From an optimization exercise on the open Yosys and OpenROAD flow, aimed at small area and a short achievable clock period; shortcuts taken in it are not production practice. At most, simulation tests tie the RTL to the original design; equivalence was not proved. No functional check of the RTL was part of runs 1 and 2. Power is estimated from default activity; no workload was simulated.

--- flow/config.mk ---
export PLATFORM = sky130hd
export DESIGN_NAME = cpu
export DESIGN_NICKNAME = cpu
export VERILOG_FILES = /design/flow/design.v
export SDC_FILE = /design/flow/constraint.sdc
export NUM_CORES = 4
export LEC_CHECK = 0
export CAP_MARGIN = 20
export CORE_MARGIN = 2
export CORE_UTILIZATION = 50
export CTS_BUF_LIST = sky130_fd_sc_hd__clkbuf_8
export CTS_CLUSTER_SIZE = 30
export SETUP_SLACK_MARGIN = 3.0
export SLEW_MARGIN = 20
--- flow/run.sh ---
#!/bin/bash
# synth_recipe.tcl (not shown) runs the flow's synth.tcl, then flattens the netlist and writes it again
# the make line also repeats each setting of config.mk as NAME=value (left out here)
make -C /OpenROAD-flow-scripts/flow DESIGN_CONFIG=/design/flow/config.mk WORK_HOME=/design/flow/orfs CLKGATE_MAP_FILE= SYNTH_SCRIPT=/design/flow/synth_recipe.tcl finish
--- flow/design.v ---
module cpu (
    input  wire        clk,
    input  wire        reset,
    output wire [7:0]  mem_addr,
    output wire [31:0] mem_wdata,
    output wire        mem_we,
    input  wire [31:0] mem_rdata
);
    localparam [5:0] S_RESET = 6'd0,  S_FETCH = 6'd1,  S_DECODE = 6'd2,
                     S_OVF   = 6'd3,  S_404   = 6'd4,  S_DIV0   = 6'd5,
                     S_ADD   = 6'd6,  S_AND   = 6'd7,  S_DIV    = 6'd8,
                     S_MULT  = 6'd9,  S_JR    = 6'd10, S_MFHI   = 6'd11,
                     S_MFLO  = 6'd12, S_SLL   = 6'd13, S_SLLV   = 6'd14,
                     S_SLT   = 6'd15, S_SRA   = 6'd16, S_SRAV   = 6'd17,
                     S_SRL   = 6'd18, S_SUB   = 6'd19, S_BREAK  = 6'd20,
                     S_RTE   = 6'd21, S_ADDM  = 6'd22, S_ADDI   = 6'd23,
                     S_ADDIU = 6'd24, S_BEQ   = 6'd25, S_BNE    = 6'd26,
                     S_BLE   = 6'd27, S_BGT   = 6'd28, S_SLLM   = 6'd29,
                     S_LB    = 6'd30, S_LH    = 6'd31, S_LUI    = 6'd32,
                     S_LW    = 6'd33, S_SB    = 6'd34, S_SH     = 6'd35,
                     S_SLTI  = 6'd36, S_SW    = 6'd37, S_J      = 6'd38,
                     S_JAL   = 6'd39;
    reg  [5:0]  st;       
    reg  [3:0]  cnt;      
    reg  [5:0]  last;     
    reg  [31:0] PC, EPC, ALUOut, A, B, IR;
    wire [5:0]  OPCODE = IR[31:26];
    wire [4:0]  RS     = IR[25:21];
    wire [4:0]  RT     = IR[20:16];
    wire [4:0]  RD     = IR[15:11];
    wire [15:0] IMM    = IR[15:0];
    wire [5:0]  FUNCT  = IR[5:0];
    wire        OVERFLOW, LESS, GT, ZERO;
    wire        MultStop, DivStop, DivZero;
    wire c0 = (cnt == 4'd0);
    wire c1 = (cnt == 4'd1);
    wire c2 = (cnt == 4'd2);
    wire c4 = (cnt == 4'd4);
    wire c5 = (cnt == 4'd5);
    wire f0  = (st == S_FETCH) && c0;
    wire d0  = (st == S_DECODE) && c0;
    wire d1  = (st == S_DECODE) && c1;
    wire exc = (st == S_OVF) || (st == S_404) || (st == S_DIV0);
    wire st_ldst  = (st == S_LB) || (st == S_LH) || (st == S_LW) || (st == S_SB) || (st == S_SH);
    wire st_immop = st_ldst || (st == S_ADDI) || (st == S_ADDIU) || (st == S_SLTI) ||
                    (st == S_SW) || (st == S_SLLM);
    wire st_shift = (st == S_SLL) || (st == S_SLLV) || (st == S_SRA) || (st == S_SRAV) || (st == S_SRL);
    wire l_rd   = (last == S_ADD) || (last == S_AND) || (last == S_SUB) || (last == S_ADDM) ||
                  (last == S_SLT) || (last == S_MFHI) || (last == S_MFLO) || (last == S_SLL) ||
                  (last == S_SLLV) || (last == S_SRA) || (last == S_SRAV) || (last == S_SRL);
    wire l_rt   = (last == S_ADDI) || (last == S_ADDIU) || (last == S_SLTI) || (last == S_SLLM) ||
                  (last == S_LB) || (last == S_LH) || (last == S_LW) || (last == S_LUI);
    wire l_aluo = (last == S_ADD) || (last == S_AND) || (last == S_SUB) || (last == S_ADDM) ||
                  (last == S_ADDI) || (last == S_ADDIU) || (last == S_SLT) || (last == S_SLTI) ||
                  (last == S_JAL);
    wire l_b    = (last == S_SLL) || (last == S_SLLV) || (last == S_SRA) || (last == S_SRAV) ||
                  (last == S_SRL) || (last == S_SLLM) || (last == S_LW);
    wire l_store = (last == S_SB) || (last == S_SH) || (last == S_SW);
    wire l_exc  = (last == S_OVF) || (last == S_404) || (last == S_DIV0);
    wire l_maddr = (last == S_ADDM) || (last == S_SLLM) || (last == S_LB) || (last == S_LH) ||
                   (last == S_LW) || (last == S_SB) || (last == S_SH) || (last == S_SW);
    wire l_write = l_rd || l_rt || (last == S_JAL) || (last == S_RESET);
    reg  [5:0] st_n;
    reg  [3:0] cnt_n;
    reg  [5:0] dec_st;
    always @(*) begin
        case (OPCODE)
            6'b000000:
                case (FUNCT)
                    6'b100000: dec_st = S_ADD;
                    6'b100100: dec_st = S_AND;
                    6'b011010: dec_st = S_DIV;
                    6'b011000: dec_st = S_MULT;
                    6'b001000: dec_st = S_JR;
                    6'b010000: dec_st = S_MFHI;
                    6'b010010: dec_st = S_MFLO;
                    6'b000000: dec_st = S_SLL;
                    6'b000100: dec_st = S_SLLV;
                    6'b101010: dec_st = S_SLT;
                    6'b000011: dec_st = S_SRA;
                    6'b000111: dec_st = S_SRAV;
                    6'b000010: dec_st = S_SRL;
                    6'b100010: dec_st = S_SUB;
                    6'b001101: dec_st = S_BREAK;
                    6'b010011: dec_st = S_RTE;
                    6'b000101: dec_st = S_ADDM;
                    default:   dec_st = S_404;
                endcase
            6'b001000: dec_st = S_ADDI;
            6'b001001: dec_st = S_ADDIU;
            6'b000100: dec_st = S_BEQ;
            6'b000101: dec_st = S_BNE;
            6'b000110: dec_st = S_BLE;
            6'b000111: dec_st = S_BGT;
            6'b000001: dec_st = S_SLLM;
            6'b100000: dec_st = S_LB;
            6'b100001: dec_st = S_LH;
            6'b001111: dec_st = S_LUI;
            6'b100011: dec_st = S_LW;
            6'b101000: dec_st = S_SB;
            6'b101001: dec_st = S_SH;
            6'b001010: dec_st = S_SLTI;
            6'b101011: dec_st = S_SW;
            6'b000010: dec_st = S_J;
            6'b000011: dec_st = S_JAL;
            default:   dec_st = S_404;
        endcase
    end
    always @(*) begin
        st_n  = st;
        cnt_n = cnt + 4'd1;
        case (st)
            S_FETCH:
                if (cnt == 4'd3) begin st_n = S_DECODE; cnt_n = 4'd0; end
            S_DECODE:
                if (c1) begin st_n = dec_st; cnt_n = 4'd0; end
            S_OVF, S_404, S_DIV0:
                if (c4) begin st_n = S_FETCH; cnt_n = 4'd0; end
            S_ADD, S_SUB, S_ADDI, S_SW:
                if (c1) begin st_n = OVERFLOW ? S_OVF : S_FETCH; cnt_n = 4'd0; end
            S_AND, S_SLT, S_SLTI, S_ADDIU, S_JAL:
                if (c1) begin st_n = S_FETCH; cnt_n = 4'd0; end
            S_DIV: begin
                cnt_n = 4'd1;
                if (DivZero)      begin st_n = S_DIV0;  cnt_n = 4'd0; end
                else if (DivStop) begin st_n = S_FETCH; cnt_n = 4'd0; end
            end
            S_MULT: begin
                cnt_n = 4'd1;
                if (MultStop) begin st_n = S_FETCH; cnt_n = 4'd0; end
            end
            S_JR, S_MFHI, S_MFLO, S_BREAK, S_RTE, S_BEQ, S_BNE, S_BLE, S_BGT, S_LUI, S_J:
                begin st_n = S_FETCH; cnt_n = 4'd0; end
            S_SLL, S_SLLV, S_SRA, S_SRAV, S_SRL:
                if (c2) begin st_n = S_FETCH; cnt_n = 4'd0; end
            S_ADDM:
                if (cnt == 4'd11) begin st_n = OVERFLOW ? S_OVF : S_FETCH; cnt_n = 4'd0; end
            S_SLLM:
                if (c1 && OVERFLOW)     begin st_n = S_OVF;   cnt_n = 4'd0; end
                else if (cnt == 4'd7)   begin st_n = S_FETCH; cnt_n = 4'd0; end
            S_LB, S_LH, S_LW, S_SB, S_SH:
                if (c1 && OVERFLOW)     begin st_n = S_OVF;   cnt_n = 4'd0; end
                else if (c5)            begin st_n = S_FETCH; cnt_n = 4'd0; end
            default: begin st_n = st; cnt_n = cnt; end
        endcase
    end
    always @(posedge clk) begin
        if (reset) begin
            st   <= S_FETCH;
            cnt  <= 4'd0;
            last <= S_RESET;
        end else begin
            st   <= st_n;
            cnt  <= cnt_n;
            if (st != S_FETCH && st != S_DECODE)
                last <= st;
        end
    end
    reg  [32:0] ring [0:31];
    reg  [4:0]  phase;
    reg  [4:0]  rpos;     
    reg         wpend;
    wire [4:0]  rp_field = d0 ? mem_rdata[20:16] : ((st == S_SLLM && cnt == 4'd4) ? RT : RS);
    reg  [31:0] rsel;
    reg  [32:0] rword;
    integer q;
    always @(*) begin
        rsel  = 32'd0;
        rsel[rpos] = 1'b1;
        rword = 33'd0;
        for (q = 0; q < 32; q = q + 1)
            rword = rword | (ring[q] & {33{rsel[q]}});
    end
    wire [31:0] rdata = rword[32] ? rword[31:0] : 32'd0;
    wire [4:0]  waddr = l_rd ? RD : l_rt ? RT : (last == S_JAL) ? 5'd31 : 5'd29;
    wire [4:0]  wpos  = waddr + phase + 5'd1;
    wire        wreq  = (f0 && l_write) || wpend;
    wire        wcommit = wreq && (wpos[1:0] == 2'b00);
    reg  [1:0]  hl_src;
    reg  [31:0] m_acc, m_q;
    reg  [31:0] d_rem, d_dq;
    wire [31:0] HI = hl_src[0] ? m_acc : (hl_src[1] ? d_rem : 32'd0);
    wire [31:0] LO = hl_src[0] ? m_q   : (hl_src[1] ? d_dq  : 32'd0);
    wire [31:0] wd = l_aluo            ? ALUOut :
                     l_b               ? B :
                     (last == S_LB)    ? {24'd0, B[7:0]} :
                     (last == S_LH)    ? {16'd0, B[15:0]} :
                     (last == S_MFHI)  ? HI :
                     (last == S_MFLO)  ? LO :
                     (last == S_LUI)   ? {IMM, 16'd0} : 32'd227;
    integer p;
    always @(posedge clk) begin
        phase <= phase + 5'd1;
        rpos  <= rp_field + phase + 5'd1;
        for (p = 0; p < 32; p = p + 1) begin
            if (p % 4 == 0 && wcommit && wpos[4:2] == p / 4)
                ring[p] <= {!reset, wd};
            else
                ring[p] <= {ring[(p + 31) % 32][32] && !reset, ring[(p + 31) % 32][31:0]};
        end
    end
    always @(posedge clk) begin
        if (reset)
            wpend <= 1'b0;
        else
            wpend <= wreq && !wcommit;
    end
    wire [31:0] sext = {{16{IMM[15]}}, IMM};
    wire l_break = (last == S_BREAK);
    wire n_d0    = (st == S_FETCH) && (cnt == 4'd3);
    wire n_pcm4  = (exc && (cnt == 4'd3)) || ((st == S_BREAK) && c0);
    wire n_x1    = c0 && (st >= S_ADD);
    reg  a_pc, a_zero, b_4, b_sx2, b_sx, op_sub, op_and, op_a, op_lt, m_step, d_step;
    reg  aluout_ld, ir_ld, epc_ld, a_ld_rf, a_ld_mem, b_ld_rf, b_ld_mem, b_ld_sh, b_mdr;
    reg  mdr_sb, mdr_sh, sh_var, sh_left, sh_arith;
    always @(posedge clk) begin
        a_pc      <= n_d0 || d0 || (n_x1 && st == S_JAL) || n_pcm4;
        a_zero    <= (st == S_ADDM) && c5;
        b_4       <= n_d0 || n_pcm4;
        b_sx2     <= d0;
        b_sx      <= n_x1 && st_immop;
        op_sub    <= (n_x1 && (st == S_SUB || st == S_SLT || st == S_SLTI ||
                               st == S_BLE || st == S_BGT)) || n_pcm4;
        op_and    <= n_x1 && (st == S_AND);
        op_a      <= n_x1 && (st == S_JAL || st == S_ADDM);
        op_lt     <= n_x1 && (st == S_SLT || st == S_SLTI);
        aluout_ld <= d0 || (n_x1 && (st == S_ADD || st == S_SUB || st == S_AND || st == S_ADDIU ||
                                     st == S_SLT || st == S_JAL || st == S_ADDM || st_immop)) ||
                     ((st == S_ADDM) && (c5 || cnt == 4'd10));
        ir_ld     <= n_d0;
        a_ld_rf   <= d1 || ((st == S_SLLM) && c4);
        a_ld_mem  <= (st == S_ADDM) && c4;
        b_ld_rf   <= d0;
        b_ld_mem  <= ((st == S_ADDM) && cnt == 4'd9) || ((st == S_SLLM) && c4);
        b_ld_sh   <= (st_shift && c1) || ((st == S_SLLM) && cnt == 4'd6);
        mdr_sb    <= (st == S_SB);
        mdr_sh    <= (st == S_SH);
        sh_var    <= (st == S_SLLV) || (st == S_SRAV) || (st == S_SLLM);
        sh_left   <= (st == S_SLL) || (st == S_SLLV) || (st == S_SLLM);
        sh_arith  <= (st == S_SRA) || (st == S_SRAV);
        if (reset) begin
            m_step <= 1'b0;
            d_step <= 1'b0;
            epc_ld <= 1'b0;
            b_mdr  <= 1'b0;
        end else begin
            m_step <= (st == S_MULT) && !MultStop;
            d_step <= (st == S_DIV) && !DivZero && !DivStop;
            epc_ld <= exc && (cnt == 4'd3);
            b_mdr  <= (exc && (cnt == 4'd3)) || (st_ldst && c4);
        end
    end
    reg         ms_add, ms_sub;
    wire [31:0] d_sh   = {d_rem[30:0], d_dq[31]};
    wire        a_a    = !a_pc && !a_zero && !m_step && !d_step;
    wire [31:0] alu_a  = ({32{a_pc}} & PC) | ({32{a_a}} & A) |
                         ({32{m_step}} & m_acc) | ({32{d_step}} & d_sh);
    wire        b_b    = !b_4 && !b_sx2 && !b_sx && !m_step;
    wire [31:0] alu_b  = ({32{b_4}} & 32'd4) | ({32{b_sx2}} & {sext[29:0], 2'b00}) |
                         ({32{b_sx}} & sext) | ({32{b_b}} & B) | ({32{ms_add}} & A);
    wire        a_sub  = op_sub || ms_sub || d_step;
    wire [31:0] alu_bx  = a_sub ? ~alu_b : alu_b;
    wire [31:0] ag = alu_a & alu_bx;
    wire [31:0] ap = alu_a ^ alu_bx;
    wire [31:0] pg [0:5];
    wire [31:0] pp [0:5];
    assign pg[0] = {ag[31:1], ag[0] | (ap[0] & a_sub)};
    assign pp[0] = ap;
    genvar lv, bi;
    generate
        for (lv = 0; lv < 5; lv = lv + 1) begin : sk
            for (bi = 0; bi < 32; bi = bi + 1) begin : bt
                if ((bi >> lv) & 1) begin : comb
                    localparam integer J = ((bi >> lv) << lv) - 1;
                    assign pg[lv + 1][bi] = pg[lv][bi] | (pp[lv][bi] & pg[lv][J]);
                    assign pp[lv + 1][bi] = pp[lv][bi] & pp[lv][J];
                end else begin : pass
                    assign pg[lv + 1][bi] = pg[lv][bi];
                    assign pp[lv + 1][bi] = pp[lv][bi];
                end
            end
        end
    endgenerate
    wire [32:0] ac = {pg[5], a_sub};
    wire [32:0] alu_sum = {ac[32], ap ^ ac[31:0]};
    assign OVERFLOW = ac[32] ^ ac[31];
    assign LESS     = (alu_sum[31] & ~OVERFLOW) | (OVERFLOW & alu_a[31]);
    assign ZERO     = (A == B);
    assign GT       = (A[31] != B[31]) ? B[31] : (A[30:0] > B[30:0]);
    wire        op_sum = !op_a && !op_and && !op_lt;
    wire [31:0] ALU_Result = ({32{op_sum}} & alu_sum[31:0]) | ({32{op_a}} & alu_a) |
                             ({32{op_and}} & alu_a & alu_b) | {31'd0, op_lt & LESS};
    wire [31:0] sh_in  = sh_var ? A : B;
    wire [4:0]  sh_n   = sh_var ? B[4:0] : IMM[10:6];
    wire [31:0] sh_x, sh_res;
    genvar g;
    generate
        for (g = 0; g < 32; g = g + 1) begin : shrev
            assign sh_x[g]   = sh_left ? sh_in[31 - g] : sh_in[g];
            assign sh_res[g] = sh_left ? sh_r[31 - g] : sh_r[g];
        end
    endgenerate
    wire        sh_fill = sh_arith & sh_in[31];
    wire [63:0] sh_ext  = {{32{sh_fill}}, sh_x};
    wire [63:0] sh_r64  = sh_ext >> sh_n;
    wire [31:0] sh_r    = sh_r64[31:0];
    wire br_take = (last == S_BEQ && ZERO) || (last == S_BNE && !ZERO) ||
                   (last == S_BLE && !GT)  || (last == S_BGT && GT);
    wire pc_jump = (last == S_J) || (last == S_JAL);
    wire pc_ld   = d0 || (f0 && (br_take || pc_jump || l_exc || l_break ||
                                 last == S_JR || last == S_RTE));
    wire [31:0] pc_next = d0 || l_break      ? ALU_Result :
                          (last == S_JR)     ? A :
                          (last == S_RTE)    ? EPC :
                          pc_jump            ? {PC[31:28], IR[25:0], 2'b00} :
                          l_exc              ? {24'd0, B[31:24]} : ALUOut;
    always @(posedge clk) begin
        if (reset)
            PC <= 32'd0;
        else if (pc_ld)
            PC <= pc_next;
        if (reset)
            EPC <= 32'd0;
        else if (epc_ld)
            EPC <= ALU_Result;
        if (aluout_ld)
            ALUOut <= ALU_Result;
        if (ir_ld)
            IR <= mem_rdata;
        if (a_ld_mem)
            A <= mem_rdata;
        else if (a_ld_rf)
            A <= rdata;
        if (b_ld_rf)
            B <= rdata;
        else if (b_ld_mem)
            B <= mem_rdata;
        else if (b_ld_sh)
            B <= sh_res;
        else if (b_mdr) begin
            B[31:16] <= mem_rdata[31:16];
            if (!mdr_sh)
                B[15:8] <= mem_rdata[15:8];
            if (!mdr_sh && !mdr_sb)
                B[7:0] <= mem_rdata[7:0];
        end
        if (reset)
            hl_src <= 2'd0;
        else if (f0 && last == S_MULT)
            hl_src <= 2'd1;
        else if (f0 && last == S_DIV)
            hl_src <= 2'd2;
    end
    wire       MultInit = m_step;
    wire       DivInit  = d_step;
    reg        m_q1, m_run, m_fim, m_stop;
    reg        d_run, d_fim, d_stop, d_zero;
    reg  [5:0] md_cnt;
    assign MultStop = m_stop;
    assign DivStop  = d_stop;
    assign DivZero  = d_zero;
    wire [31:0] m_new = alu_sum[31:0];
    wire        d_ge  = alu_sum[32];
    wire m_do_step = MultInit && m_run && !md_cnt[5];
    wire m_do_load = MultInit && !m_run && !m_fim;
    wire m_q0_n    = m_do_step ? m_q[1] : m_do_load ? B[0] : m_q[0];
    wire m_q1_n    = m_do_step ? m_q[0] : m_do_load ? 1'b0 : m_q1;
    always @(posedge clk) begin
        ms_add <= !reset && (st == S_MULT) && !MultStop && (m_q0_n ^ m_q1_n);
        ms_sub <= !reset && (st == S_MULT) && !MultStop && (m_q0_n & ~m_q1_n);
        if (reset) begin
            m_run  <= 1'b0;
            m_fim  <= 1'b0;
            m_stop <= 1'b0;
        end else if (MultInit) begin
            if (m_run) begin
                if (!md_cnt[5]) begin
                    m_acc  <= {m_new[31], m_new[31:1]};
                    m_q    <= {m_new[0], m_q[31:1]};
                    m_q1   <= m_q[0];
                    md_cnt <= md_cnt + 6'd1;
                end else begin
                    m_run  <= 1'b0;
                    m_fim  <= 1'b1;
                    m_stop <= 1'b1;
                end
            end else if (!m_fim) begin
                m_acc  <= 32'd0;
                m_q    <= B;
                m_q1   <= 1'b0;
                md_cnt <= 6'd0;
                m_run  <= 1'b1;
            end else begin
                m_fim  <= 1'b0;
            end
        end
        if (d_zero) begin
            d_zero <= 1'b0;
        end else if (d_stop) begin
            d_stop <= 1'b0;
        end else if (reset) begin
            d_rem  <= 32'd0;
            d_fim  <= 1'b0;
            d_run  <= 1'b0;
            d_stop <= 1'b0;
        end else if (DivInit) begin
            if (d_run) begin
                if (!md_cnt[5]) begin
                    d_rem  <= d_ge ? alu_sum[31:0] : d_sh;
                    d_dq   <= {d_dq[30:0], d_ge};
                    md_cnt <= md_cnt + 6'd1;
                end else begin
                    d_run  <= 1'b0;
                    d_fim  <= 1'b1;
                    d_stop <= 1'b1;
                end
            end else if (!d_fim) begin
                if (B == 32'd0) begin
                    d_zero <= 1'b1;
                end else begin
                    d_dq   <= A;
                    md_cnt <= 6'd0;
                    d_run  <= 1'b1;
                end
            end else begin
                d_fim  <= 1'b0;
            end
        end
    end
    reg        am_ex, am_aluo, we_q;
    reg  [1:0] am_lo;
    reg        am_ex_n, am_aluo_n;
    reg  [1:0] am_lo_n;
    always @(*) begin
        am_ex_n   = exc;
        am_lo_n   = (st == S_404) ? 2'b01 : (st == S_OVF) ? 2'b10 : 2'b11;
        am_aluo_n = 1'b0;
        case (st)
            S_ADDM:                         am_aluo_n = !c0;
            S_SLLM, S_LB, S_LH, S_LW, S_SB, S_SH:
                                            am_aluo_n = (cnt >= 4'd2) || (c1 && !OVERFLOW);
            S_SW:                           am_aluo_n = c1 && !OVERFLOW;
            default:                        am_aluo_n = 1'b0;
        endcase
    end
    always @(posedge clk) begin
        if (reset) begin
            am_ex   <= 1'b0;
            am_aluo <= 1'b0;
            we_q    <= 1'b0;
        end else begin
            am_ex   <= am_ex_n;
            am_aluo <= am_aluo_n;
            we_q    <= ((st == S_SW) && c1 && !OVERFLOW) || ((st == S_SB || st == S_SH) && c5);
        end
        am_lo <= am_lo_n;
    end
    wire [7:0] addr_sel = am_ex ? {6'b111111, am_lo} : am_aluo ? ALUOut[7:0] : PC[7:0];
    assign mem_addr  = (reset && !am_ex) ? 8'd0 : addr_sel;
    assign mem_we    = we_q;
    assign mem_wdata = reset ? 32'd0 : B;
endmodule
--- flow/constraint.sdc ---
create_clock -name core_clock -period 8.0 [get_ports {clk}]
set_input_delay 1.6000 -clock core_clock [delete_from_list [all_inputs] [get_ports {clk}]]
set_output_delay 1.6000 -clock core_clock [all_outputs]
set_load 0.01 [all_outputs]
==> flow_summary_export.csv, run 1 <==
group,metric,value,unit
clock_network,cts_buffer_depth,3,
worst_setup_path,worstPathArrival,5950,ps
timing,finalCritPeriodShare,63.3,%
synthesis,synth.area.top_cells,"dfxtp_1, edfxtp_1, nand2_1",
clock_network,clk_latency,990,ps
synthesis,syn-num-nets,6050,
cells_and_area,layout_common_cells,"dfxtp_1, nand2_1, o21ai_0",
place,dp.final_hpwl,169000,um
clock_network,clockRootBuffer,"clkbuf_8",
global_route,grt_max_degree,72,
power,p_per_area,263,nW/um2
routing,drt_pass1_iterations,10,
floorplanning,die_x,347,um
cells_and_area,largest_reg_flops,1056,
timing,setup_viol,0,
clock_network,clk_pin_slew_worst_paths,70,ps
floorplanning,start_util,50.5,%
timing,min_period,5060,ps
timing,max_freq,197,MHz
timing,fin_tns_setup,0,ps
floorplanning,ios,75,
routing,drt_iter0_drc,7770,
synthesis,ys_types,107,
global_route,grt_pass1_vias,48700,
cells_and_area,final_common_cell,"dfxtp_1",
run,cap_violations,0,
synthesis,ys_seq_area_share,53.8,%
routing,ant_nets,0,
synthesis,synth_area_leader_cell,"dfxtp_1",
synthesis,synth_edf_count,259,
worst_setup_path,crit_path_max_fanout,36,
min_path,hp-class,"flop to flop",
routing,routedWlPerCell,32.7,um
routing,wirelength,253000,um
worst_setup_path,startpoint_type,"flop",
cells_and_area,drive_above_1_share,12.7,%
timing,final.setup.worst_slack,2940,ps
global_route,grt-ovfl-total,0,
place,place_ws,2380,ps
worst_setup_path,worstSetupEndpointType,"flop",
place,port_buffers,74,
timing,fin_worst_skew,62.1,ps
timing,worstMarginPinSlew,1210,ps
synthesis,synth_area,58900,um2
clock_network,htreeDepth,4,
timing,rsz0062_at_grt,"yes",
synthesis,yosysWarnings,2,
floorplanning,die_h,347,um
worst_setup_path,worst_ep_required_time,8890,ps
worst_setup_path,critPathKind,"flop to flop",
synthesis,netlist.area_leader.share,40.6,%
clock_network,cts_tree,"built",
global_route,antenna_found_initial,11,
clock_network,cts.sinks,1454,
synthesis,synthCells,5925,
routing,drc,0,
timing,hold_violations,0,
clock_network,cts_hold_buf,0,
routing,vias,51900,
floorplanning,die_area,121000,um2
cells_and_area,areaGrowthSynthToFinish,13.8,%
worst_setup_path,slowest_delay,740,ps
routing,drt-vias-per-instance,6.71,
floorplanning,rows,125,
synthesis,synth_seq_cells,1454,
clock_network,cts_buffers,226,
synthesis,synth_ff_type,"dfxtp_1",
cells_and_area,max_flop_register,"ring",
place,place.gp.congestion,1.05,
timing,drv_slew,0,
worst_setup_path,cp_cell_sequence,"inv_1, or3_1, nor2_1, buf_4, nand2_1, a31oi_1, ha_1, a21o_1, a21o_1, a21oi_1, xor3_1, o2111ai_1, or2_2, buf_4, nand2_1, o21ai_0",
worst_setup_path,crit_slowest_cell,"or2_2",
global_route,grtUsageTotal,40.8,%
cells_and_area,finalNetCount,6130,
power,vdd_drop_max,0.220,mV
timing,slew_headroom,19.6,%
outcome,status,"timing/DRC/antenna clean",
power,leakagePower,24.6,nW
synthesis,synthArstFlopShare,0,%
global_route,grt_first_pass_wirelength,356000,um
floorplanning,core-area,117000,um2
synthesis,avgSynthCellArea,9.94,um2
-- metal layers --
layer	track usage (%)	part of all wire, %
met1	52.1	39
met3	9.18	10
met5	0	0.011
met2	61.8	43
met4	27.9	7.8
-- metrics by stage --
stage	instance area (um2)	hold slack, ps	power (W)	cells	util (%)
2_1_floorplan	58900	323	0.00964	5925	-
3_3_place_gp	61800	330	0.0108	7294	53.0
3_5_place_dp	61800	332	0.0108	7294	53.0
4_1_cts	66900	315	0.0175	7726	57.4
5_1_grt	67000	333	0.0181	7730	57.5
6_report	67000	320	0.0176	7734	57.5
-- cell usage after synthesis, types with 33 or more instances --
| cell type | number |
|---|---|
| ha_1 | 85 |
| buf_2 | 78 |
| nor3_1 | 89 |
| and3_1 | 51 |
| o211ai_1 | 37 |
| clkbuf_1 | 309 |
| a22oi_1 | 351 |
| nor2_1 | 317 |
| o21ai_0 | 476 |
| a22o_1 | 62 |
| mux2i_1 | 142 |
| buf_1 | 36 |
| a221oi_1 | 105 |
| a211oi_1 | 52 |
| a222oi_1 | 92 |
| and2_1 | 51 |
| nor2b_1 | 50 |
| nand3_1 | 147 |
| o22ai_1 | 86 |
| inv_1 | 117 |
| nand2_1 | 726 |
| edfxtp_1 | 259 |
| nand4_1 | 72 |
| a21o_1 | 33 |
| dfxtp_1 | 1195 |
| a21oi_1 | 275 |
| a221o_1 | 33 |
| xnor2_1 | 53 |
| mux2_2 | 57 |
-- critical path: cells and delay by family, from the launching register on --
kind            cells  cell delay (ps)
simple gates        5             1520
flops               1              530
xor+xnor            1              270
compound gates      6             1210
fa+ha+maj           1              310
buf+inv             3             1110
-- cell families (layout without fill, tap and decap cells) --
| group | Yosys count | count (layout) | synth area share (%) |
|---|---|---|---|
| simple gates | 1647 | 1647 | 12.8 |
| mux | 223 | 223 | 4.42 |
| compound gates | 1882 | 1882 | 22.0 |
| fa+ha+maj | 93 | 93 | 2.05 |
| other cells | 0 | 7 | 0 |
| buf+inv | 551 | 829 | 3.75 |
| xor+xnor | 75 | 75 | 1.18 |
| flops | 1454 | 1454 | 53.8 |
-- layout make-up --
cell class / count / area [um2]
inverter: 120 / 450
timing repair buffer: 283 / 2380
antenna: 7 / 17.5
fill: 10200 / 49500
multi-input combinational: 3920 / 25600
clock inverter: 134 / 955
clock buffer: 292 / 4020
tap: 1524 / 1910
sequential: 1454 / 31700
-- where the power goes --
part | switching, W | total (W) | leakage [nW] | internal, W
Clock | 0.00313 | 0.00673 | 2.83 | 0.00360
Combinational | 0.00218 | 0.00312 | 9.81 | 0.000937
Sequential | 0.000162 | 0.00777 | 11.9 | 0.00760
-- final timing paths --
| check | start | end | slack (ps) | cells after the start |
|---|---|---|---|---|
| worst min register to register | ring[14][21] | ring[15][21] | 320 | 0 |
| worst min-delay path | ring[14][21] | ring[15][21] | 320 | 0 |
| worst max register to register | last[5] | ring[8][5] | 2940 | 16 |
| worst max-delay path | last[5] | ring[8][5] | 2940 | 16 |
-- what timing repair did --
item,CTS,global route
gates resized for setup,14,30
gates cloned,0,1
pin swaps,5,2
setup endpoints to repair,181,204
setup buffers,6,0
==> run 2, diff against run 1 <==
--- a/flow/config.mk
+++ b/flow/config.mk
@@ -11,4 +11,4 @@
 export CTS_BUF_LIST = sky130_fd_sc_hd__clkbuf_8
 export CTS_CLUSTER_SIZE = 30
-export SETUP_SLACK_MARGIN = 3.0
+export SETUP_SLACK_MARGIN = 3.6
 export SLEW_MARGIN = 20
==> run 2 against run 1 <==
  * Largest power group unchanged
  * Critical path type unchanged
  * Maximum frequency up 9.0%
  * Critical endpoint is now ring[28][27]
  * Combinational power is 8.3% higher
  * Register-to-register slack better by 420 ps
  * Sequential power barely moved
  * Still clean on timing, DRC and antenna
==> flow_summary_export.csv, run 2 <==
group,metric,value,unit
outcome,status,"timing/DRC/antenna clean",
clock_network,cts_hold_buf,0,
timing,hold_violations,0,
timing,fin_worst_skew,62.4,ps
power,switchingPower,0.00561,W
synthesis,synthCells,5925,
global_route,grtUsageTotal,41.6,%
routing,drt-vias-per-instance,6.79,
cells_and_area,n_fill_cell,10100,
clock_network,htreeDepth,4,
synthesis,netlist_top_cells_count,"dfxtp_1, nand2_1, o21ai_0",
synthesis,synth_seq_cells,1454,
run,cap_violations,0,
synthesis,synth_edf_count,259,
cells_and_area,areaGrowthSynthToFinish,16.1,%
synthesis,ys_seq_area_share,53.8,%
timing,setup_viol,0,
synthesis,ys_types,107,
routing,drt_iter0_drc,7909,
timing,final.setup.worst_slack,3360,ps
cells_and_area,drive_above_1_share,14.7,%
cells_and_area,max_flop_register,"ring",
power,total_power,0.0177,W
routing,ant_nets,0,
synthesis,avgSynthCellArea,9.94,um2
routing,routedWlPerCell,33.6,um
timing,fin_tns_setup,0,ps
cells_and_area,largest_reg_flops,1056,
floorplanning,ios,75,
worst_setup_path,crit_slowest_cell,"xnor2_1",
power,p_comb_share,19.2,%
synthesis,synth_area,58900,um2
global_route,grt_max_degree,73,
worst_setup_path,startpoint_type,"flop",
clock_network,cts_tree,"built",
cells_and_area,finalNetCount,6231,
worst_setup_path,cp_cell_sequence,"inv_1, o32ai_1, a32oi_2, o22ai_1, a31oi_1, ha_1, a21o_1, xnor2_1, or3_4, buf_6, o21ai_0",
cells_and_area,layout.area.seq,31700,um2
clock_network,cts_buffers,226,
power,leakagePower,25.3,nW
synthesis,netlist.area_leader.share,40.6,%
timing,slew_headroom,5.44,%
place,port_buffers,74,
timing,worstMarginPinSlew,1410,ps
power,p_per_area,258,nW/um2
routing,vias,53000,
timing,drv_slew,0,
place,dp_cells,7300,
clock_network,cts.sinks,1454,
power,sequentialPowerShare,43.8,%
worst_setup_path,worst_ep_required_time,8800,ps
timing,max_freq,215,MHz
synthesis,synth_area_leader_cell,"dfxtp_1",
clock_network,cts_buffer_depth,3,
worst_setup_path,worstSetupEndpointType,"flop",
min_path,hp-class,"flop to flop",
worst_setup_path,worst_path_dominant_cell_family,"compound AO/OA/AOI/OAI gates",
power,switching_share,31.8,%
synthesis,syn-num-nets,6050,
worst_setup_path,slowest_delay,1100,ps
routing,wirelength,262000,um
floorplanning,die_x,347,um
synthesis,synth_ff_type,"dfxtp_1",
routing,drt_pass1_iterations,13,
place,place_ws,1960,ps
clock_network,clockRootBuffer,"clkbuf_8",
worst_setup_path,crit_buf_inv,2,
global_route,antenna_found_initial,12,
clock_network,clk_pin_slew_worst_paths,60,ps
power,p_clk_share,37.0,%
floorplanning,die_h,347,um
floorplanning,die_area,121000,um2
floorplanning,core-area,117000,um2
cells_and_area,layout_common_cells,"dfxtp_1, nand2_1, o21ai_0",
synthesis,synthArstFlopShare,0,%
global_route,grt_first_pass_wirelength,363000,um
routing,drc,0,
cells_and_area,multiInputGateArea,26000,um2
timing,rsz0062_at_grt,"yes",
cells_and_area,final_common_cell,"dfxtp_1",
power,intPower,0.0120,W
floorplanning,rows,125,
power,vdd_drop_max,0.242,mV
floorplanning,start_util,50.5,%
global_route,grt_pass1_vias,49700,
synthesis,yosysWarnings,2,
timing,min_period,4640,ps
worst_setup_path,worstPathArrival,5450,ps
place,place.gp.congestion,1.06,
synthesis,yosysMostFrequentCell,"dfxtp_1",
worst_setup_path,crit_path_max_fanout,36,
worst_setup_path,critPathKind,"flop to flop",
clock_network,clk_latency,980,ps
cells_and_area,instances_no_fill,7813,
global_route,grt-ovfl-total,0,
timing,finalCritPeriodShare,58.1,%
synthesis,synth.area.top_cells,"dfxtp_1, edfxtp_1, nand2_1",
place,dp.final_hpwl,169000,um
run 2: cell types whose count changed in the layout (fill, tap and decap cells not counted), moves of 9 or more:
| cell | delta |
|---|---|
| clkinv_2 | -13 |
| clkbuf_8 | -9 |
| dlygate4sd2_1 | +10 |
| clkdlybuf4s50_1 | -15 |
| buf_6 | +17 |
| buf_4 | +60 |
run 2: path summary, 6_finish.rpt:
check	startpoint	end	slack, ps	depth (start not counted)
max	last[5]	ring[28][27]	3360	11
min reg2reg	ring[17][2]	ring[18][2]	310	0
min	ring[17][2]	ring[18][2]	310	0
max reg2reg	last[5]	ring[28][27]	3360	11
run 2: power groups by stage:
stage | Clock [W] | Combinational, W | Sequential, W
after CTS | 0.00656 | 0.00313 | 0.00773
after global routing | 0.00689 | 0.00350 | 0.00774
after detailed placement | 0 | 0.00298 | 0.00790
after floorplan | 0 | 0.00182 | 0.00782
after global placement | 0 | 0.00299 | 0.00790
final | 0.00653 | 0.00338 | 0.00774
run 2: final cells by class:
cell class	count	area share [%]
diodes	4	0.0146
flip-flops and latches	1454	46.4
inverters	120	0.659
well taps	1524	2.79
repair buffers	377	5.02
clock buffers	285	5.74
multi-input cells	3927	38.1
clock inverters	122	1.24
run 2: kinds of logic after synthesis:
group,after synthesis,share of synthesized area [%]
AO/OA/AOI/OAI,1882,22.0
multiplexers,223,4.42
AND/OR/NAND/NOR,1647,12.8
flip-flops,1454,53.8
adder cells (fa/ha/maj),93,2.05
XOR/XNOR,75,1.18
buffers and inverters,551,3.75
run 2: per-stage QoR:
stage	util, %	area (um2)	hold slack [ps]
after floorplan	-	58900	323
after global placement	53.1	61800	327
after detailed placement	53.1	61800	331
after CTS	57.9	67500	305
after global routing	58.7	68400	309
final	58.7	68400	307
run 2: timing repair:
action / CTS / global route
pin swaps: 19 / 22
setup buffers: 40 / 48
setup endpoints to repair: 490 / 314
gates resized for setup: 118 / 85
cloned: 4 / 10
run 2: worst register-to-register path: cells and delay by family, from the launching register on:
kind	cells	cell delay, ps
simple gates	1	650
xor+xnor	1	1100
flops	1	460
compound gates	6	1310
buf+inv	2	630
fa+ha+maj	1	380
run 2: metal layers:
metal | vias up | share of wire (%) | GRT usage (%)
met2 | 3826 | 44 | 63.6
met5 | - | 0.057 | 0
li1 | 22500 | - | -
met3 | 995 | 11 | 11.2
met4 | 14 | 8.2 | 28.4
met1 | 25700 | 37 | 51.3
==> run 3, diff against run 2 <==
--- a/flow/design.v
+++ b/flow/design.v
@@ -159,13 +159,11 @@
     reg  [32:0] ring [0:31];
     reg  [4:0]  phase;
-    reg  [4:0]  rpos;     
+    reg  [31:0] rsel;     
     reg         wpend;
     wire [4:0]  rp_field = d0 ? mem_rdata[20:16] : ((st == S_SLLM && cnt == 4'd4) ? RT : RS);
-    reg  [31:0] rsel;
+    wire [4:0]  rp_next  = rp_field + phase + 5'd1;
     reg  [32:0] rword;
     integer q;
     always @(*) begin
-        rsel  = 32'd0;
-        rsel[rpos] = 1'b1;
         rword = 33'd0;
         for (q = 0; q < 32; q = q + 1)
@@ -173,8 +171,34 @@
     end
     wire [31:0] rdata = rword[32] ? rword[31:0] : 32'd0;
-    wire [4:0]  waddr = l_rd ? RD : l_rt ? RT : (last == S_JAL) ? 5'd31 : 5'd29;
-    wire [4:0]  wpos  = waddr + phase + 5'd1;
-    wire        wreq  = (f0 && l_write) || wpend;
-    wire        wcommit = wreq && (wpos[1:0] == 2'b00);
+    wire [5:0]  ci    = (st >= S_ADD) ? st : last;
+    wire ci_rd   = (ci == S_ADD) || (ci == S_AND) || (ci == S_SUB) || (ci == S_ADDM) ||
+                   (ci == S_SLT) || (ci == S_MFHI) || (ci == S_MFLO) || (ci == S_SLL) ||
+                   (ci == S_SLLV) || (ci == S_SRA) || (ci == S_SRAV) || (ci == S_SRL);
+    wire ci_rt   = (ci == S_ADDI) || (ci == S_ADDIU) || (ci == S_SLTI) || (ci == S_SLLM) ||
+                   (ci == S_LB) || (ci == S_LH) || (ci == S_LW) || (ci == S_LUI);
+    wire ci_aluo = (ci == S_ADD) || (ci == S_AND) || (ci == S_SUB) || (ci == S_ADDM) ||
+                   (ci == S_ADDI) || (ci == S_ADDIU) || (ci == S_SLT) || (ci == S_SLTI) ||
+                   (ci == S_JAL);
+    wire ci_b    = (ci == S_SLL) || (ci == S_SLLV) || (ci == S_SRA) || (ci == S_SRAV) ||
+                   (ci == S_SRL) || (ci == S_SLLM) || (ci == S_LW);
+    wire [4:0]  waddr_c = reset ? 5'd29 : ci_rd ? RD : ci_rt ? RT : (ci == S_JAL) ? 5'd31 : 5'd29;
+    wire [4:0]  wtap_c  = waddr_c + phase + 5'd2;    
+    reg  [7:0]  tsel;     
+    reg         ws_aluo, ws_b, ws_lb, ws_lh, ws_hi, ws_lo, ws_lui, ws_227;
+    integer k;
+    always @(posedge clk) begin
+        for (k = 0; k < 8; k = k + 1)
+            tsel[k] <= (wtap_c == 4 * k);
+        ws_aluo <= !reset && ci_aluo;
+        ws_b    <= !reset && ci_b;
+        ws_lb   <= !reset && (ci == S_LB);
+        ws_lh   <= !reset && (ci == S_LH);
+        ws_hi   <= !reset && (ci == S_MFHI);
+        ws_lo   <= !reset && (ci == S_MFLO);
+        ws_lui  <= !reset && (ci == S_LUI);
+        ws_227  <= reset || (ci == S_RESET);
+    end
+    wire        wreq = (f0 && l_write) || wpend;
+    wire [7:0]  wcommit = {8{wreq}} & tsel;
     reg  [1:0]  hl_src;
     reg  [31:0] m_acc, m_q;
@@ -182,17 +206,15 @@
     wire [31:0] HI = hl_src[0] ? m_acc : (hl_src[1] ? d_rem : 32'd0);
     wire [31:0] LO = hl_src[0] ? m_q   : (hl_src[1] ? d_dq  : 32'd0);
-    wire [31:0] wd = l_aluo            ? ALUOut :
-                     l_b               ? B :
-                     (last == S_LB)    ? {24'd0, B[7:0]} :
-                     (last == S_LH)    ? {16'd0, B[15:0]} :
-                     (last == S_MFHI)  ? HI :
-                     (last == S_MFLO)  ? LO :
-                     (last == S_LUI)   ? {IMM, 16'd0} : 32'd227;
+    wire [31:0] wd = ({32{ws_aluo}} & ALUOut) | ({32{ws_b}} & B) |
+                     ({32{ws_lb}} & {24'd0, B[7:0]}) | ({32{ws_lh}} & {16'd0, B[15:0]}) |
+                     ({32{ws_hi}} & HI) | ({32{ws_lo}} & LO) |
+                     ({32{ws_lui}} & {IMM, 16'd0}) | ({32{ws_227}} & 32'd227);
     integer p;
     always @(posedge clk) begin
         phase <= phase + 5'd1;
-        rpos  <= rp_field + phase + 5'd1;
+        for (q = 0; q < 32; q = q + 1)
+            rsel[q] <= (rp_next == q);
         for (p = 0; p < 32; p = p + 1) begin
-            if (p % 4 == 0 && wcommit && wpos[4:2] == p / 4)
+            if (p % 4 == 0 && wcommit[p / 4])
                 ring[p] <= {!reset, wd};
             else
@@ -204,5 +226,5 @@
             wpend <= 1'b0;
         else
-            wpend <= wreq && !wcommit;
+            wpend <= wreq && !(|tsel);
     end
     wire [31:0] sext = {{16{IMM[15]}}, IMM};
--- a/flow/config.mk
+++ b/flow/config.mk
@@ -8,5 +8,5 @@
 export CAP_MARGIN = 20
 export CORE_MARGIN = 2
-export CORE_UTILIZATION = 50
+export CORE_UTILIZATION = 55
 export CTS_BUF_LIST = sky130_fd_sc_hd__clkbuf_8
 export CTS_CLUSTER_SIZE = 30
==> run 3 against run 2 <==
  * Still clean on timing, DRC and antenna
  * Routed wire length fell by 9.8%
  * Hold slack gained 16 ps
  * Synthesized cell count down 3.9%
  * Clock skew increased by 7.0 ps
  * Non-clock buffer count decreased by 105
  * Maximum frequency rose by 5.0%
  * Flip-flop and latch count grew 43
  * First-iteration DRC count up 5.0%
  * Global-route usage is 0.86 points higher
  * Register-to-register slack better by 260 ps
  * Sequential share of layout area grew 2.9 points
==> flow_summary_export.csv, run 3 <==
group,metric,value,unit
synthesis,synth.area.top_cells,"dfxtp_1, edfxtp_1, a22oi_1",
power,leakagePower,24.4,nW
outcome,status,"timing/DRC/antenna clean",
global_route,antenna_found_initial,4,
worst_setup_path,crit_path_max_fanout,43,
clock_network,cts.sinks,1497,
synthesis,synth_edf_count,259,
run,cap_violations,0,
clock_network,clk_pin_slew_worst_paths,70,ps
timing,rsz0062_at_grt,"no",
routing,drt_iter0_drc,8306,
place,dp.final_hpwl,152000,um
timing,drv_slew,0,
clock_network,cts_tree,"built",
timing,hold_violations,0,
synthesis,netlist_top_cells_count,"dfxtp_1, nand2_1, o21ai_0",
clock_network,cts_hold_buf,0,
cells_and_area,drive_above_1_share,13.4,%
global_route,grt_max_degree,66,
routing,drc,0,
cells_and_area,final_common_cell,"dfxtp_1",
floorplanning,start_util,55.3,%
synthesis,synthCells,5693,
synthesis,synth_area_leader_cell,"dfxtp_1",
cells_and_area,areaGrowthSynthToFinish,13.9,%
synthesis,yosysWarnings,2,
clock_network,clk_latency,950,ps
floorplanning,rows,119,
clock_network,cts_buffer_depth,3,
worst_setup_path,reg2regPathDepth,12,
cells_and_area,largest_reg_flops,1056,
worst_setup_path,startpoint_type,"input pin",
floorplanning,ios,75,
synthesis,synth_seq_cells,1497,
power,vdd_drop_max,0.199,mV
global_route,grtUsageTotal,42.5,%
timing,max_freq,226,MHz
synthesis,yosysMostFrequentCell,"dfxtp_1",
timing,worstMarginPinSlew,1350,ps
synthesis,netlist.area_leader.share,42.6,%
routing,drt-vias-per-instance,6.82,
worst_setup_path,critPathKind,"input pin to primary output",
routing,ant_nets,0,
synthesis,avgSynthCellArea,10.2,um2
synthesis,syn-num-nets,5819,
cells_and_area,n_fill_cell,8750,
place,place.gp.congestion,1.00,
global_route,grt-ovfl-total,0,
floorplanning,die_area,108000,um2
floorplanning,die_x,329,um
worst_setup_path,worst_ep_required_time,6400,ps
floorplanning,die_h,329,um
synthesis,synth_ff_type,"dfxtp_1",
timing,slew_headroom,9.01,%
timing,fin_worst_skew,69.4,ps
routing,routedWlPerCell,32.1,um
cells_and_area,layout_common_cells,"dfxtp_1, nand2_1, o21ai_0",
synthesis,ys_types,86,
routing,wirelength,237000,um
clock_network,cts_buffers,225,
global_route,grt_pass1_vias,46900,
timing,finalCritPeriodShare,55.3,%
timing,fin_tns_setup,0,ps
global_route,grt_first_pass_wirelength,333000,um
timing,min_period,4420,ps
routing,vias,50300,
synthesis,synth_area,58100,um2
place,place_ws,1920,ps
cells_and_area,max_flop_register,"ring",
place,port_buffers,74,
cells_and_area,finalNetCount,5908,
clock_network,clockRootBuffer,"clkbuf_8",
power,p_per_area,282,nW/um2
timing,setup_viol,0,
synthesis,synthArstFlopShare,0,%
timing,final.setup.worst_slack,3580,ps
clock_network,htreeDepth,4,
worst_setup_path,worstPathArrival,2820,ps
routing,drt_pass1_iterations,13,
floorplanning,core-area,105000,um2
min_path,hp-class,"flop to flop",
min_path,hold_depth,0,
worst_setup_path,worstSetupEndpointType,"primary output",
synthesis,ys_seq_area_share,56.0,%
-- run 3: cell types whose count changed after synthesis, sizes merged, moves of 43 or more --
cell / delta
a22o: +78
a22oi: +60
dfxtp: +43
mux2i: -50
nand2: -75
o21ai: -51
o22ai: -68
-- run 3: final timing paths --
kind         slack [ps]           end    startpoint
max                3580  mem_wdata[0]         reset
min                 320  ring[13][21]  ring[12][21]
max reg2reg        3620        PC[11]         B[26]
min reg2reg         320  ring[13][21]  ring[12][21]
-- run 3: what timing repair did --
action                     CTS  global route
gates resized for setup     60            51
setup endpoints to repair  215           123
buffers inserted            12            27
gates cloned                 2             1
pin swaps                    6            10
-- run 3: kinds of logic after synthesis --
| family | after synthesis | share of synthesized area [%] |
|---|---|---|
| compound gates | 1856 | 22.2 |
| flops | 1497 | 56.0 |
| simple gates | 1480 | 11.4 |
| buf+inv | 519 | 3.40 |
| mux | 184 | 3.99 |
| fa+ha+maj | 94 | 2.11 |
| xor+xnor | 63 | 0.949 |
-- run 3: layout make-up --
cell class / count / area [um2] / share of cell area (%)
flip-flops and latches: 1497 / 32600 / 49.3
multi-input cells: 3677 / 24300 / 36.6
clock buffers: 284 / 3910 / 5.90
repair buffers: 272 / 2410 / 3.64
well taps: 1391 / 1740 / 2.63
clock inverters: 129 / 793 / 1.20
inverters: 109 / 417 / 0.629
diodes: 17 / 42.5 / 0.0643
-- run 3: where the power goes --
| part | switching [W] | internal [W] | leakage [nW] |
|---|---|---|---|
| Combinational | 0.00260 | 0.00132 | 9.36 |
| Sequential | 0.000326 | 0.00795 | 12.4 |
| Clock | 0.00310 | 0.00337 | 2.71 |
-- run 3: worst max-delay path, cell delays in order --
cell	delay [ps]
buf_12	160
nor2b_1	380
clkdlybuf4s50_1	630
-- run 3: stage by stage --
stage	util (%)	total power [W]	area, um2	hold WS [ps]	std cells
after floorplan	-	0.0106	58200	331	5693
after global placement	57.6	0.0119	60600	333	6904
after detailed placement	57.6	0.0119	60600	335	6904
after CTS	62.5	0.0184	65700	313	7331
after global routing	62.9	0.0192	66200	316	7360
final	63.0	0.0187	66200	323	7376
-- run 3: metal layers --
metal / vias to the layer above / GRT usage, % / part of all wire [%]
li1: 21500 / - / -
met1: 24500 / 59.5 / 40
met2: 3704 / 58.8 / 40
met3: 585 / 15.8 / 15
met4: 2 / 17.4 / 4.4
met5: - / 0.826 / 0.058
==> run 4, diff against run 3 <==
--- a/flow/config.mk
+++ b/flow/config.mk
@@ -11,4 +11,4 @@
 export CTS_BUF_LIST = sky130_fd_sc_hd__clkbuf_8
 export CTS_CLUSTER_SIZE = 30
-export SETUP_SLACK_MARGIN = 3.6
+export SETUP_SLACK_MARGIN = 4.2
 export SLEW_MARGIN = 20
==> run 4 against run 3 <==
  * Clock power is essentially flat
  * Still clean on timing, DRC and antenna
  * Maximum frequency is 7.6% higher
  * Non-clock buffer count increased by 183
  * Critical endpoint is now d_rem[9]
  * Critical path depth up 16
  * Sequential share of layout area is 2.5 points lower
  * Clock skew decreased by 13 ps
  * Die area stayed put
  * Synthesized area stayed put
  * Hold slack worse by 6.9 ps
==> flow_summary_export.csv, run 4 <==
group,metric,value,unit
power,p_per_area,290,nW/um2
global_route,antenna_found_initial,11,
power,leakagePower,25.9,nW
timing,max_freq,243,MHz
worst_setup_path,crit_top_cell,"buf_6",
clock_network,clk_pin_slew_worst_paths,70,ps
synthesis,synth_seq_cells,1497,
timing,hold_violations,0,
clock_network,clk_latency,950,ps
synthesis,synth_area_leader_cell,"dfxtp_1",
worst_setup_path,crit_buf_inv,6,
worst_setup_path,crit_slowest_cell,"a221o_1",
clock_network,cts_hold_buf,0,
synthesis,synth_ff_type,"dfxtp_1",
floorplanning,start_util,55.3,%
cells_and_area,finalNetCount,6095,
timing,setup_viol,0,
power,switching_share,33.3,%
cells_and_area,multiInputGateArea,25800,um2
power,vdd_drop_max,0.242,mV
worst_setup_path,cp_cell_sequence,"nor4_4, buf_4, buf_6, buf_6, a221o_1, xnor2_1, ha_1, and3_4, and2_4, a221o_1, and3_4, a211oi_4, buf_6, a21boi_4, or2_4, buf_12, buf_12, nor2_4, nor3_2",
synthesis,synth_edf_count,259,
power,switchingPower,0.00673,W
clock_network,cts.sinks,1497,
synthesis,synth.area.top_cells,"dfxtp_1, edfxtp_1, a22oi_1",
cells_and_area,drive_above_1_share,20.1,%
synthesis,synthCells,5693,
synthesis,netlist.area_leader.share,42.6,%
worst_setup_path,worst_ep_required_time,8690,ps
cells_and_area,layout.area.seq,32700,um2
routing,routedWlPerCell,32.9,um
clock_network,cts_tree,"built",
floorplanning,ios,75,
routing,ant_nets,0,
timing,min_period,4110,ps
clock_network,htreeDepth,4,
global_route,grtUsageTotal,44.2,%
floorplanning,die_h,329,um
place,port_buffers,74,
worst_setup_path,startpoint_type,"flop",
synthesis,synth_compound_area_share,22.2,%
cells_and_area,final_area,69700,um2
worst_setup_path,slowest_delay,400,ps
place,placed_cell_area,60900,um2
synthesis,synthAdderAreaFrac,2.11,%
synthesis,ys_types,86,
clock_network,cts_buffers,228,
synthesis,synthSimpleGateAreaFrac,11.4,%
timing,fin_hold_ws,316,ps
timing,rsz0062_at_grt,"yes",
worst_setup_path,crit_path_max_fanout,8,
routing,drt-vias-per-instance,6.94,
timing,fin_worst_skew,56.6,ps
power,p_comb_share,27.3,%
routing,drt_iter0_drc,8840,
synthesis,synthArstFlopShare,0,%
outcome,status,"timing/DRC/antenna clean",
timing,slew_headroom,13.8,%
min_path,hp-class,"flop to flop",
timing,worstMarginPinSlew,1280,ps
cells_and_area,n_fill_cell,8455,
worst_setup_path,worstSetupEndpointType,"flop",
clock_network,clockRootBuffer,"clkbuf_8",
floorplanning,rows,119,
synthesis,synthMuxAreaShare,3.99,%
global_route,grt_first_pass_wirelength,345000,um
routing,wirelength,249000,um
synthesis,avgSynthCellArea,10.2,um2
synthesis,netlist_top_cells_count,"dfxtp_1, nand2_1, o21ai_0",
worst_setup_path,critPathKind,"flop to flop",
synthesis,ys_seq_area_share,56.0,%
routing,vias,52500,
worst_setup_path,worstPathArrival,4800,ps
clock_network,cts_buffer_depth,3,
place,place.gp.congestion,1.03,
synthesis,yosysWarnings,2,
run,cap_violations,0,
floorplanning,die_x,329,um
synthesis,synthXorXnorAreaFrac,0.949,%
synthesis,synth_top_family_by_area,"compound AO/OA/AOI/OAI gates",
global_route,grt_pass1_vias,48700,
routing,drt_pass1_iterations,14,
timing,fin_tns_setup,0,ps
cells_and_area,layout_common_cells,"dfxtp_1, nand2_1, o21ai_0",
floorplanning,core-area,105000,um2
cells_and_area,max_flop_register,"ring",
synthesis,synth_area,58100,um2
timing,finalCritPeriodShare,51.4,%
cells_and_area,largest_reg_flops,1056,
synthesis,syn-num-nets,5819,
power,intPower,0.0135,W
floorplanning,die_area,108000,um2
place,dp.final_hpwl,153000,um
timing,drv_slew,0,
synthesis,yosysMostFrequentCell,"dfxtp_1",
cells_and_area,final_common_cell,"dfxtp_1",
global_route,grt_max_degree,76,
routing,drc,0,
worst_setup_path,worst_path_dominant_cell_family,"simple AND/OR/NAND/NOR gates",
power,sequentialPowerShare,40.7,%
cells_and_area,areaGrowthSynthToFinish,19.9,%
power,p_clk_share,31.9,%
global_route,grt-ovfl-total,0,
[run 4: power groups by stage]
| stage | Combinational, W | Sequential, W | Clock, W |
|---|---|---|---|
| 2_1_floorplan | 0.00244 | 0.00822 | 0 |
| 3_3_place_gp | 0.00358 | 0.00837 | 0 |
| 3_5_place_dp | 0.00360 | 0.00837 | 0 |
| 4_1_cts | 0.00434 | 0.00821 | 0.00644 |
| 5_1_grt | 0.00569 | 0.00823 | 0.00677 |
| 6_report | 0.00553 | 0.00823 | 0.00645 |
[run 4: metrics by stage]
step                instances  power, W  util [%]  worst slack, ps
floorplan                5693    0.0107         -             4170
detailed placement       6908    0.0120      58.0             2820
global route             7553    0.0207      66.3             3840
CTS                      7468    0.0190      64.6             4110
global placement         6907    0.0119      57.9             2980
finish                   7558    0.0202      66.3             3890
[run 4: worst reg2reg max path, delay by kind of cell, from the launching register on]
| family | cells | cell delay (ps) |
|---|---|---|
| AOI/OAI and AO/OA | 4 | 850 |
| DFF | 1 | 360 |
| buffers and inverters | 6 | 890 |
| adders and majority gates | 1 | 290 |
| xor gates and xnor gates | 1 | 160 |
| and+or+nand+nor | 7 | 1300 |
[run 4: area by class of cell]
class	instances	area share, %
timing repair buffer	455	6.30
sequential	1497	46.8
antenna	7	0.0251
tap	1391	2.50
inverter	109	0.632
multi-input combinational	3678	37.0
clock inverter	131	1.00
clock buffer	290	5.72
[run 4: path summary, 6_finish.rpt]
check	startpoint	to	slack, ps	cells after the start
worst max-delay path	b_sx	d_rem[9]	3890	19
worst min-delay path	ring[6][0]	ring[7][0]	320	0
worst max register to register	b_sx	d_rem[9]	3890	19
worst min register to register	ring[6][0]	ring[7][0]	320	0
[run 4: kinds of logic (layout without fill, tap and decap cells)]
family,after synthesis,in the layout
simple gates,1480,1480
mux,184,184
other cells,0,7
fa+ha+maj,94,94
flops,1497,1497
xor+xnor,63,63
buf+inv,519,985
compound gates,1856,1857
[run 4: what timing repair did]
| action | 4_1_cts | 5_1_grt |
|---|---|---|
| setup endpoints to repair | 246 | 199 |
| buffers inserted | 119 | 78 |
| pin swaps | 76 | 119 |
| cloned | 20 | 4 |
| resized for setup | 409 | 218 |
[run 4: metal layers]
| metal | part of all wire [%] | track usage, % | up-vias |
|---|---|---|---|
| met4 | 5.6 | 21.3 | 8 |
| met5 | 0.14 | 0.870 | - |
| met2 | 40 | 60.7 | 4223 |
| met1 | 39 | 60.3 | 25500 |
| met3 | 16 | 17.6 | 837 |
| li1 | - | - | 21900 |
==> run 5, diff against run 4 <==
==> flow/flow/run.sh (new file) <==
#!/bin/bash
# Own flow: the standard layout (standard synthesis, floorplan, power grid,
# placement, CTS, routing), with two changes to how cells are chosen:
#  - timing repair may resize cells to other footprints (MATCH_CELL_FOOTPRINT=0),
#  - ports are buffered with sky130_fd_sc_hd__buf_4 instead of a delay cell.
# make's full output goes to standard_make.log; ORFS keeps each step's log
# under orfs/logs/.
set -euo pipefail
bash standard.sh MATCH_CELL_FOOTPRINT=0 \
    'BUFFER_PORTS_ARGS=-buffer_cell sky130_fd_sc_hd__buf_4' \
    finish > standard_make.log 2>&1
==> flow/standard.sh (new file) <==
#!/bin/bash
# synth_recipe.tcl (not shown) runs the flow's synth.tcl, then flattens the netlist and writes it again
# the make line also repeats each setting of config.mk as NAME=value (left out here)
make -C /OpenROAD-flow-scripts/flow DESIGN_CONFIG=/design/flow/config.mk WORK_HOME=/design/flow/orfs CLKGATE_MAP_FILE= SYNTH_SCRIPT=/design/flow/synth_recipe.tcl "${@:-finish}"
--- a/flow/config.mk
+++ b/flow/config.mk
@@ -11,4 +11,4 @@
 export CTS_BUF_LIST = sky130_fd_sc_hd__clkbuf_8
 export CTS_CLUSTER_SIZE = 30
-export SETUP_SLACK_MARGIN = 4.2
+export SETUP_SLACK_MARGIN = 3.6
 export SLEW_MARGIN = 20
removed: flow/run.sh
==> run 5 against run 4 <==
  * Sequential power grew 1%
  * Hold slack better by 8.1 ps
  * Utilization decreased by 3.9 points
  * Critical path depth shrank 15
  * Still clean on timing, DRC and antenna
  * Synthesized area is the same
  * Non-clock buffer count down 201
  * Combinational power down 29%
  * Cell area shrank 5.9%
  * Synthesized cell count unchanged
  * Power fell by 8.1%
==> flow_summary_export.csv, run 5 <==
group,metric,value,unit
outcome,status,"timing/DRC/antenna clean",
cells_and_area,layout_common_cells,"dfxtp_1, nand2_1, o21ai_0",
global_route,antenna_found_initial,5,
cells_and_area,instances_no_fill,7345,
timing,max_freq,225,MHz
clock_network,htreeDepth,4,
clock_network,clk_pin_slew_worst_paths,60,ps
synthesis,synth_area,58100,um2
global_route,grt_pass1_vias,47300,
cells_and_area,final_area,65600,um2
timing,rsz0062_at_grt,"yes",
routing,vias,50400,
synthesis,synth_seq_cells,1497,
power,switchingPower,0.00609,W
power,intPower,0.0125,W
place,dp.final_hpwl,149000,um
place,dp_cells,6887,
routing,wirelength,237000,um
timing,hold_violations,0,
worst_setup_path,worst_ep_required_time,6400,ps
clock_network,cts_tree,"built",
clock_network,cts_buffer_depth,3,
routing,ant_nets,0,
worst_setup_path,crit_slowest_cell,"buf_6",
synthesis,synth_ff_type,"dfxtp_1",
cells_and_area,areaGrowthSynthToFinish,12.8,%
worst_setup_path,crit-reg2reg-launch,"B[28]",
routing,drt_pass1_iterations,14,
clock_network,cts.sinks,1497,
timing,worstMarginPinSlew,1230,ps
clock_network,cts_hold_buf,0,
place,placed_cell_area,60200,um2
worst_setup_path,worst-r2r-setup-slack,3660,ps
synthesis,yosysMostFrequentCell,"dfxtp_1",
timing,min_period,4440,ps
clock_network,clockRootBuffer,"clkbuf_8",
worst_setup_path,critPathKind,"input pin to primary output",
global_route,grt_max_degree,72,
power,leakagePower,24.3,nW
floorplanning,die_x,329,um
global_route,grtUsageTotal,42.5,%
run,cap_violations,0,
worst_setup_path,cp_cell_sequence,"buf_6, buf_12, nor2_1, buf_4",
routing,drt-vias-per-instance,6.86,
synthesis,avgSynthCellArea,10.2,um2
global_route,grt-ovfl-total,0,
timing,fin_tns_setup,0,ps
synthesis,synthArstFlopShare,0,%
timing,finalCritPeriodShare,55.5,%
synthesis,synthCells,5693,
cells_and_area,max_flop_register,"ring",
timing,slew_headroom,17.0,%
worst_setup_path,worstSetupEndpointType,"primary output",
power,switching_share,32.7,%
routing,drc,0,
global_route,grt_first_pass_wirelength,335000,um
synthesis,netlist.area_leader.share,42.6,%
power,vdd_drop_max,0.211,mV
synthesis,netlist_top_cells_count,"dfxtp_1, nand2_1, o21ai_0",
synthesis,synth_edf_count,259,
timing,fin_hold_ws,324,ps
power,p_per_area,283,nW/um2
routing,drt_iter0_drc,8188,
timing,fin_worst_skew,65.7,ps
clock_network,cts_buffers,227,
routing,routedWlPerCell,32.2,um
worst_setup_path,regToRegEndpoint,"PC[18]",
synthesis,synth_area_leader_cell,"dfxtp_1",
min_path,hp-class,"flop to flop",
power,p_clk_share,34.1,%
power,p_comb_share,21.2,%
worst_setup_path,worstPathArrival,2840,ps
floorplanning,ios,75,
synthesis,ys_types,86,
worst_setup_path,startpoint_type,"input pin",
timing,setup_viol,0,
cells_and_area,finalNetCount,5895,
worst_setup_path,crit_path_start,"reset",
cells_and_area,final_common_cell,"dfxtp_1",
place,port_buffers,74,
floorplanning,core-area,105000,um2
cells_and_area,drive_above_1_share,14.1,%
place,place.gp.congestion,1.00,
floorplanning,die_area,108000,um2
worst_setup_path,cp-endpoint,"mem_wdata[26]",
clock_network,clk_latency,930,ps
cells_and_area,largest_reg_flops,1056,
floorplanning,die_h,329,um
synthesis,synth.area.top_cells,"dfxtp_1, edfxtp_1, a22oi_1",
synthesis,yosysWarnings,2,
timing,drv_slew,0,
floorplanning,start_util,55.3,%
floorplanning,rows,119,
worst_setup_path,reg2regPathDepth,14,
power,sequentialPowerShare,44.7,%
worst_setup_path,slowest_delay,370,ps
synthesis,ys_seq_area_share,56.0,%
worst_setup_path,crit_path_max_fanout,54,
synthesis,syn-num-nets,5819,
run 5: cells by family after synthesis:
group / count (synthesis) / share of synthesized area, %
DFF: 1497 / 56.0
adders and majority gates: 94 / 2.11
and+or+nand+nor: 1480 / 11.4
muxes: 184 / 3.99
xor gates and xnor gates: 63 / 0.949
AOI/OAI and AO/OA: 1856 / 22.2
buffers and inverters: 519 / 3.40
run 5: final cells by class:
class / instances / area (um2)
clock buffers: 273 / 3760
repair buffers: 254 / 1990
fillers: 8796 / 39500
flip-flops and latches: 1497 / 32600
inverters: 109 / 415
diodes: 4 / 10.0
multi-input cells: 3680 / 24300
clock inverters: 137 / 790
well taps: 1391 / 1740
run 5: worst min path at each step:
stage                 startpoint            to  slack (ps)  cells past startpoint
floorplan            ring[8][30]   ring[9][30]         330                      0
global placement    ring[30][25]  ring[31][25]         330                      0
detailed placement   ring[18][5]   ring[19][5]         340                      0
CTS                  ring[20][3]   ring[21][3]         330                      0
global route         ring[20][3]   ring[21][3]         320                      0
finish               ring[29][1]   ring[30][1]         320                      0
run 5: what timing repair did:
action	CTS	global route
cloned	5	0
gates resized for setup	61	49
pin swaps	8	12
setup endpoints to repair	213	144
setup buffers	18	21
run 5: power by group through the flow:
stage / Combinational (W) / Clock (W) / Sequential [W]
floorplan: 0.00236 / 0 / 0.00822
global placement: 0.00346 / 0 / 0.00844
detailed placement: 0.00346 / 0 / 0.00844
CTS: 0.00366 / 0.00634 / 0.00827
global route: 0.00417 / 0.00667 / 0.00830
finish: 0.00395 / 0.00633 / 0.00831
run 5: stage by stage:
step	setup WS [ps]	utilization (%)	power, W
2_1_floorplan	3620	-	0.0106
3_3_place_gp	2330	57.3	0.0119
3_5_place_dp	2140	57.3	0.0119
4_1_cts	3600	62.1	0.0183
5_1_grt	3530	62.4	0.0191
6_report	3560	62.4	0.0186
run 5: critical path, delay by kind of cell:
family,cells,cell delay (ps)
buffers and inverters,3,920
AND/OR/NAND/NOR,1,220
run 5: routing by layer:
layer  wire, um  up-vias  track usage, %
li1           -    21400               -
met1      95800    24700            59.2
met3      34500      607            16.3
met5         75        -               0
met4      11300       10            18.8
met2      95000     3694            58.5

separate check: timing with driven ports:
How much do the figures lean on ideal ports? The routed layouts below were timed once more, with nothing changed but the port constraints.
Step 1, drivers: a clkbuf_16 drives clk and a buf_2 each remaining input, both assumed.
Step 2, shift: input delay + t, output delay - t, t = (earliest + latest rising clock arrival at the registers) / 2. This alone moves slack from input paths to output paths.
Slacks: no drivers / after step 1 / after step 2; pairs: no drivers / after step 1.
run | shift t [ns] | slack for setup (ns) | worst hold slack (ns) | latest minus earliest clock arrival (ns) | cell pins on the clock port's net
run 1 | 1.027 | 2.937 / 2.937 / 2.937 | 0.320 / 0.320 / 0.320 | 0.063 / 0.063 | 1
run 2 | 1.033 | 3.355 / 3.355 / 3.355 | 0.307 / 0.307 / 0.307 | 0.064 / 0.064 | 1
run 3 | 0.981 | 3.577 / 3.531 / 3.422 | 0.323 / 0.323 / 0.323 | 0.069 / 0.070 | 1
run 4 | 0.988 | 3.890 / 3.826 / 3.249 | 0.316 / 0.316 / 0.316 | 0.061 / 0.060 | 1
run 5 | 0.966 | 3.564 / 3.528 / 3.409 | 0.324 / 0.324 / 0.324 | 0.066 / 0.066 | 1
After both steps every run listed still meets setup and hold. For run 4, which loses most, drivers alone change the setup slack by -0.064 ns; drivers and shift together by -0.641 ns.
